This design comes from an exercise in tuning for small area on the open sky130 flow, not from production work. Only simulation tests tie the RTL to the original design; equivalence was not proved. No activity file was given, so power comes from the tool's default toggle rates.

==> flow/config.mk <==
export PLATFORM = sky130hd
export DESIGN_NAME = upCounter
export DESIGN_NICKNAME = upCounter
export VERILOG_FILES = /design/flow/design.v
export SDC_FILE = /design/flow/constraint.sdc
export NUM_CORES = 4
export LEC_CHECK = 0
export CAP_MARGIN = 20
export CORE_MARGIN = 2
export CORE_UTILIZATION = 40
export SLEW_MARGIN = 20
==> flow/run.sh <==
#!/bin/bash
# synth_recipe.tcl (not shown) runs the flow's synth.tcl, then flattens the netlist and writes it again
# the make line also repeats each setting of config.mk as NAME=value (left out here)
make -C /OpenROAD-flow-scripts/flow DESIGN_CONFIG=/design/flow/config.mk WORK_HOME=/design/flow/orfs CLKGATE_MAP_FILE= SYNTH_SCRIPT=/design/flow/synth_recipe.tcl finish
==> flow/design.v <==
`timescale 1ns / 1ps
module clockDivider(
    input i_clk,
    input i_reset,
    output o_clk_1kHz,
    output o_tick_1kHz
    );
    reg r_clk;
    reg [31:0] r_counter;
    assign o_clk_1kHz = r_clk;
    assign o_tick_1kHz = (r_counter == 5 - 1) && !r_clk;
    always @(posedge i_clk or posedge i_reset) begin
        if (i_reset) begin
            r_clk <= 0;
            r_counter <= 0;
        end
        else begin
            if (r_counter == 5 - 1) begin
                r_counter <= 0;
                r_clk <= ~r_clk;
            end
            else  begin
                r_counter <= r_counter + 1;
            end
        end
    end
endmodule
`timescale 1ns / 1ps
module clockDivider_10Hz(
    input i_clk,
    input i_reset,
    output o_clk_10Hz,
    output o_tick_10Hz
    );
    reg r_clk;
    reg [31:0] r_counter;
    assign o_clk_10Hz = r_clk;
    assign o_tick_10Hz = (r_counter == 100 - 1) && !r_clk;
    always @(posedge i_clk or posedge i_reset) begin
        if (i_reset) begin
            r_clk <= 0;
            r_counter <= 0;
        end
        else begin
            if (r_counter == 100 - 1) begin
                r_counter <= 0;
                r_clk <= ~r_clk;
            end
            else  begin
                r_counter <= r_counter + 1;
            end
        end
    end
endmodule
`timescale 1ns / 1ps
module counterFND(
    input i_clk,
    input i_en,
    input i_reset,
    output [1:0] o_counter
    );
    reg [1:0] r_counter;
    assign o_counter = r_counter;
    always @(posedge i_clk or posedge i_reset) begin
        if (i_reset) begin
            r_counter <= 0;
        end
        else if (i_en) begin
            r_counter <= r_counter + 1;
        end
    end
endmodule
`timescale 1ns / 1ps
module counterData(
    input i_clk,
    input i_en,
    input i_reset,
    output [13:0] o_value
    );
    reg [13:0] r_value;
    assign o_value = r_value;
    always @(posedge i_clk or posedge i_reset) begin
        if (i_reset) begin
            r_value <= 0;
        end
        else if (i_en) begin
            r_value <= r_value + 1;
        end        
    end
endmodule
`timescale 1ns / 1ps
module decoder2x4(
    input [1:0] i_counter,
    output [3:0] o_fndDigit
    );
    reg [3:0] r_fndDigit;
    assign o_fndDigit = r_fndDigit;
    always @(*) begin
        case (i_counter)
            2'b00 : r_fndDigit = 4'b1110;
            2'b01 : r_fndDigit = 4'b1101;
            2'b10 : r_fndDigit = 4'b1011;
            2'b11 : r_fndDigit = 4'b0111;
            default : r_fndDigit = 4'b1111;
        endcase
    end
endmodule
`timescale 1ns / 1ps
module digitDivider(
    input [13:0] i_value,
    output [3:0] o_1000, o_100, o_10, o_1
    );
    assign o_1 = i_value % 10;
    assign o_10 = i_value / 10 % 10;
    assign o_100 = i_value / 100 % 10;
    assign o_1000 = i_value /1000 % 10;
endmodule
`timescale 1ns / 1ps
module MUX4(
    input [3:0] i_1000, i_100, i_10, i_1,
    input [1:0] i_counter,
    output [3:0] o_data
    );
    reg [3:0] r_data;
    assign o_data = r_data;
    always @(*) begin
        case (i_counter)    
            2'b00: r_data = i_1;
            2'b01: r_data = i_10;
            2'b10: r_data = i_100;
            2'b11: r_data = i_1000;
        endcase
    end     
endmodule
`timescale 1ns / 1ps
module BCDtoFNDdecoder(
    input [3:0] i_data,
    output [7:0] o_fndData
    );
    reg [7:0] r_fndData;
    assign o_fndData = r_fndData;
    always @(*) begin
        case (i_data)
            4'h0 : r_fndData = 8'hc0;
            4'h1 : r_fndData = 8'hf9;
            4'h2 : r_fndData = 8'ha4;
            4'h3 : r_fndData = 8'hb0;
            4'h4 : r_fndData = 8'h99;
            4'h5 : r_fndData = 8'h92;
            4'h6 : r_fndData = 8'h82;
            4'h7 : r_fndData = 8'hf8;
            4'h8 : r_fndData = 8'h80;
            4'h9 : r_fndData = 8'h90;
            4'ha : r_fndData = 8'h7f; 
            default: r_fndData = 8'hff;  
        endcase
    end
endmodule
`timescale 1ns / 1ps
module upCounter(
    input i_clk,
    input i_reset,
    output [3:0] o_fndDigit,
    output [7:0] o_fndData
    );
    wire w_clk_1kHz, w_clk_10Hz;
    wire w_tick_1kHz, w_tick_10Hz;
    wire [1:0] w_counter;
    wire [13:0] w_value;
    wire [3:0] w_1000, w_100, w_10, w_1, w_data;
    clockDivider clkDiv(
        .i_clk(i_clk),
        .i_reset(i_reset),
        .o_clk_1kHz(w_clk_1kHz),
        .o_tick_1kHz(w_tick_1kHz)
    );
    counterFND cntFnd(
        .i_clk(i_clk),
        .i_en(w_tick_1kHz),
        .i_reset(i_reset),
        .o_counter(w_counter)
    );
    decoder2x4 deco2x4(
        .i_counter(w_counter),
        .o_fndDigit(o_fndDigit)
    );
    clockDivider_10Hz clkDiv10(
        .i_clk(i_clk),
        .i_reset(i_reset),
        .o_clk_10Hz(w_clk_10Hz),
        .o_tick_10Hz(w_tick_10Hz)
    );
    counterData cntData(
        .i_clk(i_clk),
        .i_en(w_tick_10Hz),
        .i_reset(i_reset),
        .o_value(w_value)
    );
    digitDivider digDiv(
        .i_value(w_value),
        .o_1(w_1),
        .o_10(w_10),
        .o_100(w_100),
        .o_1000(w_1000)
    );
    MUX4 mux(
        .i_1(w_1),
        .i_10(w_10),
        .i_100(w_100),
        .i_1000(w_1000),
        .i_counter(w_counter),
        .o_data(w_data)
    );
    BCDtoFNDdecoder bcdFndDeco(
        .i_data(w_data),
        .o_fndData(o_fndData)
    );
endmodule
==> flow/constraint.sdc <==
create_clock -name core_clock -period 120.0 [get_ports {i_clk}]
set_input_delay 24.0000 -clock core_clock [delete_from_list [all_inputs] [get_ports {i_clk}]]
set_output_delay 24.0000 -clock core_clock [all_outputs]
set_load 0.01 [all_outputs]
==> impl_metrics.ini <==
[status]
status = no timing/DRC/antenna violations

[clock_tree]
clk_path_buf_depth = 2
cts_made_buffers = 9
cts_resized = 0
htree_levels = 3
cts_tree = yes
cts.sinks = 82
cts_hold_buf = 0
cts_root_buf = clkbuf_16
postCtsSetupBuffers = 0
clk_latency_ps = 360
clkTransAtPathRegs_ps = 70

[critical_path]
max_stage_delay_ps = 880
crit_buf_inv = 8
cp-end-kind = primary output
cpMostUsedCell = nor2_1
critical_path.top_delay_family = simple AND/OR/NAND/NOR gates
crit_type = reg -> out
cp.depth = 293
endpoint = o_fndData[6]
cp-start-kind = flop
r2r_start = clkDiv10.r_counter[0]
crit_fanout = 37
critPathLaunch = cntFnd.r_counter[0]
regToRegEndpoint = cntData.r_value[13]
critical_path_arrival_ps = 76750
worst_path_max_delay_cell = nor3_1
crit_required_ps = 96000
reg2reg_depth = 12
rrSetupSlack_ps = 116890

[timing]
rsz0062_at_grt = false
finClkSkew_ps = 12.1
layout_min_cycle_time_ps = 100750
max_freq_mhz = 9.93
final-setup-viol-count = 0
holdWs_ps = 471
worst_pin_slew_ps = 1080
tns_ps = 0
fin_crit_sh_pct = 84.0
setup_ws_ps = 19250
finalHoldViolCount = 0
finalMaxSlewViolations = 0
slew_headroom_pct = 26.1

[logic_synthesis]
async_reset_ff_share_pct = 100
synth_cells = 4064
synth_edf_count = 0
syn-cell-area_um2 = 28500
synthDistinctLibCells = 166
avgSynthCellArea_um2 = 7.02
ys_seq_elements = 82
synth-seq-area-share_pct = 7.19
ys_warn_count = 7
ys.flop_type = dfrtp_1

[die]
design.core.area_um2 = 70300
rows = 97
dieArea_um2 = 73500
dieHeight_um = 271
die_w_um = 271
io_pins = 14
start_util_pct = 40.6

[flow_run]
cap_violations = 0

[min_path]
min_path_type = reg -> reg

[placement]
hpwlAfterDp_mm = 67.9
gp_congestion = 0.942
post-place-ws_ps = 20710
placed_cell_area_um2 = 29400
portBuffers = 13

[global_route]
grt_pass1_wl_mm = 142
antenna_found_initial = 0
grt_max_degree = 54
overflow = 0
grt_usage_pct = 22.5
grt_pass1_vias = 27700

[detailed_routing]
num_vias = 30600
drt-total-wl_mm = 86.7
postRouteAntennaNets = 0
via_per_inst = 6.20
drc_errors = 0
wl_per_cell_um = 17.5
drt-pass1-iter-count = 6
drt_iter0_markers = 2620

[cells_and_area]
nets = 4236
layout_common_cells = nor2_1 (448), nand2_1 (414), a21oi_1 (301)
final_common_cell = nor2_1
drive_gt1_share_pct = 8.07
syn_to_final_growth_pct = 4.02
final_util_pct = 42.2
fin_area_um2 = 29700
n_antenna_cell = 0

[power_and_ir_drop]
clkPwrFrac_pct = 48.6
switching_power_uw = 16.2
p_leak_nw = 13.3
power.density_nw_per_um2 = 2.00
p_int_uw = 43.2
p_seq_share_pct = 46.5
ir_worst_vdd_uv = 5.43
swShare_pct = 27.2
combPwrFrac_pct = 4.9
[cells in the mapped netlist (63+ instances only)]
cell type | number | area share, %
a21o_1 | 65 | 1.7
a21oi_1 | 301 | 5.3
clkbuf_1 | 77 | 1.0
dfrtp_1 | 82 | 7.2
ha_1 | 235 | 10
inv_1 | 115 | 1.5
nand2_1 | 414 | 5.4
nand3_1 | 157 | 2.8
nand4_1 | 63 | 1.4
nor2_1 | 448 | 5.9
nor3_1 | 149 | 2.6
o21a_1 | 70 | 1.8
o21ai_0 | 227 | 4.0
xnor2_1 | 219 | 6.7
xor2_1 | 87 | 2.7
[cells by family after synthesis]
family	after synthesis	synth area share (%)
AND/OR/NAND/NOR	1773	32.3
AO/OA/AOI/OAI	1305	32.4
XOR/XNOR	308	9.54
buffers and inverters	253	4.19
adder cells (fa/ha/maj)	236	10.3
multiplexers	106	4.03
flip-flops	82	7.19
other	1	0.0131
[routing by layer]
metal / GRT usage, % / vias to the layer above / share of wire (%)
li1: - / 15300 / -
met5: 0 / - / 0
met2: 36.4 / 951 / 44
met4: 4.07 / 0 / 1.3
met3: 1.78 / 103 / 5.3
met1: 32.6 / 14300 / 49
[stage by stage]
step	power [mW]	cells
after floorplan	0.0304	4081
after global placement	0.0311	4928
after detailed placement	0.0310	4928
after CTS	0.0602	4944
after global routing	0.0613	4944
final	0.0594	4944
[worst min path at each step]
stage | from | to | slack (ps) | depth (start not counted)
detailed placement | clkDiv10.r_clk | clkDiv10.r_clk | 460 | 1
CTS | clkDiv10.r_clk | clkDiv10.r_clk | 470 | 1
finish | clkDiv10.r_counter[31] | clkDiv10.r_counter[31] | 470 | 1
global route | clkDiv10.r_clk | clkDiv10.r_clk | 480 | 1
global placement | clkDiv10.r_clk | clkDiv10.r_clk | 460 | 1
floorplan | clkDiv.r_clk | clkDiv.r_clk | 440 | 1
[power by group through the flow]
stage                     sequential [mW]  clock [mW]  combinational, mW
after floorplan                    0.0282           0            0.00224
after global placement             0.0282           0            0.00292
after detailed placement           0.0282           0            0.00287
after CTS                          0.0276      0.0297            0.00289
after global routing               0.0276      0.0303            0.00335
final                              0.0276      0.0289            0.00291
[state kept, by name (all words and copies together) (netlist names)]
signal,count
clkDiv.r_counter,32
clkDiv10.r_counter,32
cntData.r_value,14
cntFnd.r_counter,2
clkDiv.r_clk,1
clkDiv10.r_clk,1
[layout make-up]
cell class	instances	area [um2]
Clock buffer	9	225
Fill cell	7363	40600
Tap cell	940	1180
Clock inverter	7	71.3
Timing Repair Buffer	41	340
Multi-Input combinational cell	3746	25400
Inverter	119	449
Sequential cell	82	2050

==> port drivers added, routing unchanged <==
How much do the figures lean on ideal ports? The routed layout below was timed once more, with nothing changed but the port constraints.
Step 1 sets driving cells, clkbuf_16 on the clock port and buf_2 on the other inputs (assumed; they add their load-dependent delay and slew).
Step 2 also shifts input and output timing later by t, the mid clock arrival at the registers, as if the neighbouring blocks saw the same clock.
Three values: ideal ports, drivers, drivers and shift; two values: the first two.
shift t [ns]: 0.407
setup WS [ns]: 19.251 / 19.199 / 19.606
slew at the worst register clock pin (ns): 0.08 / 0.08
After both steps this run still meets setup and hold. For this run, drivers alone change the setup slack by -0.052 ns; drivers and shift together by +0.355 ns.
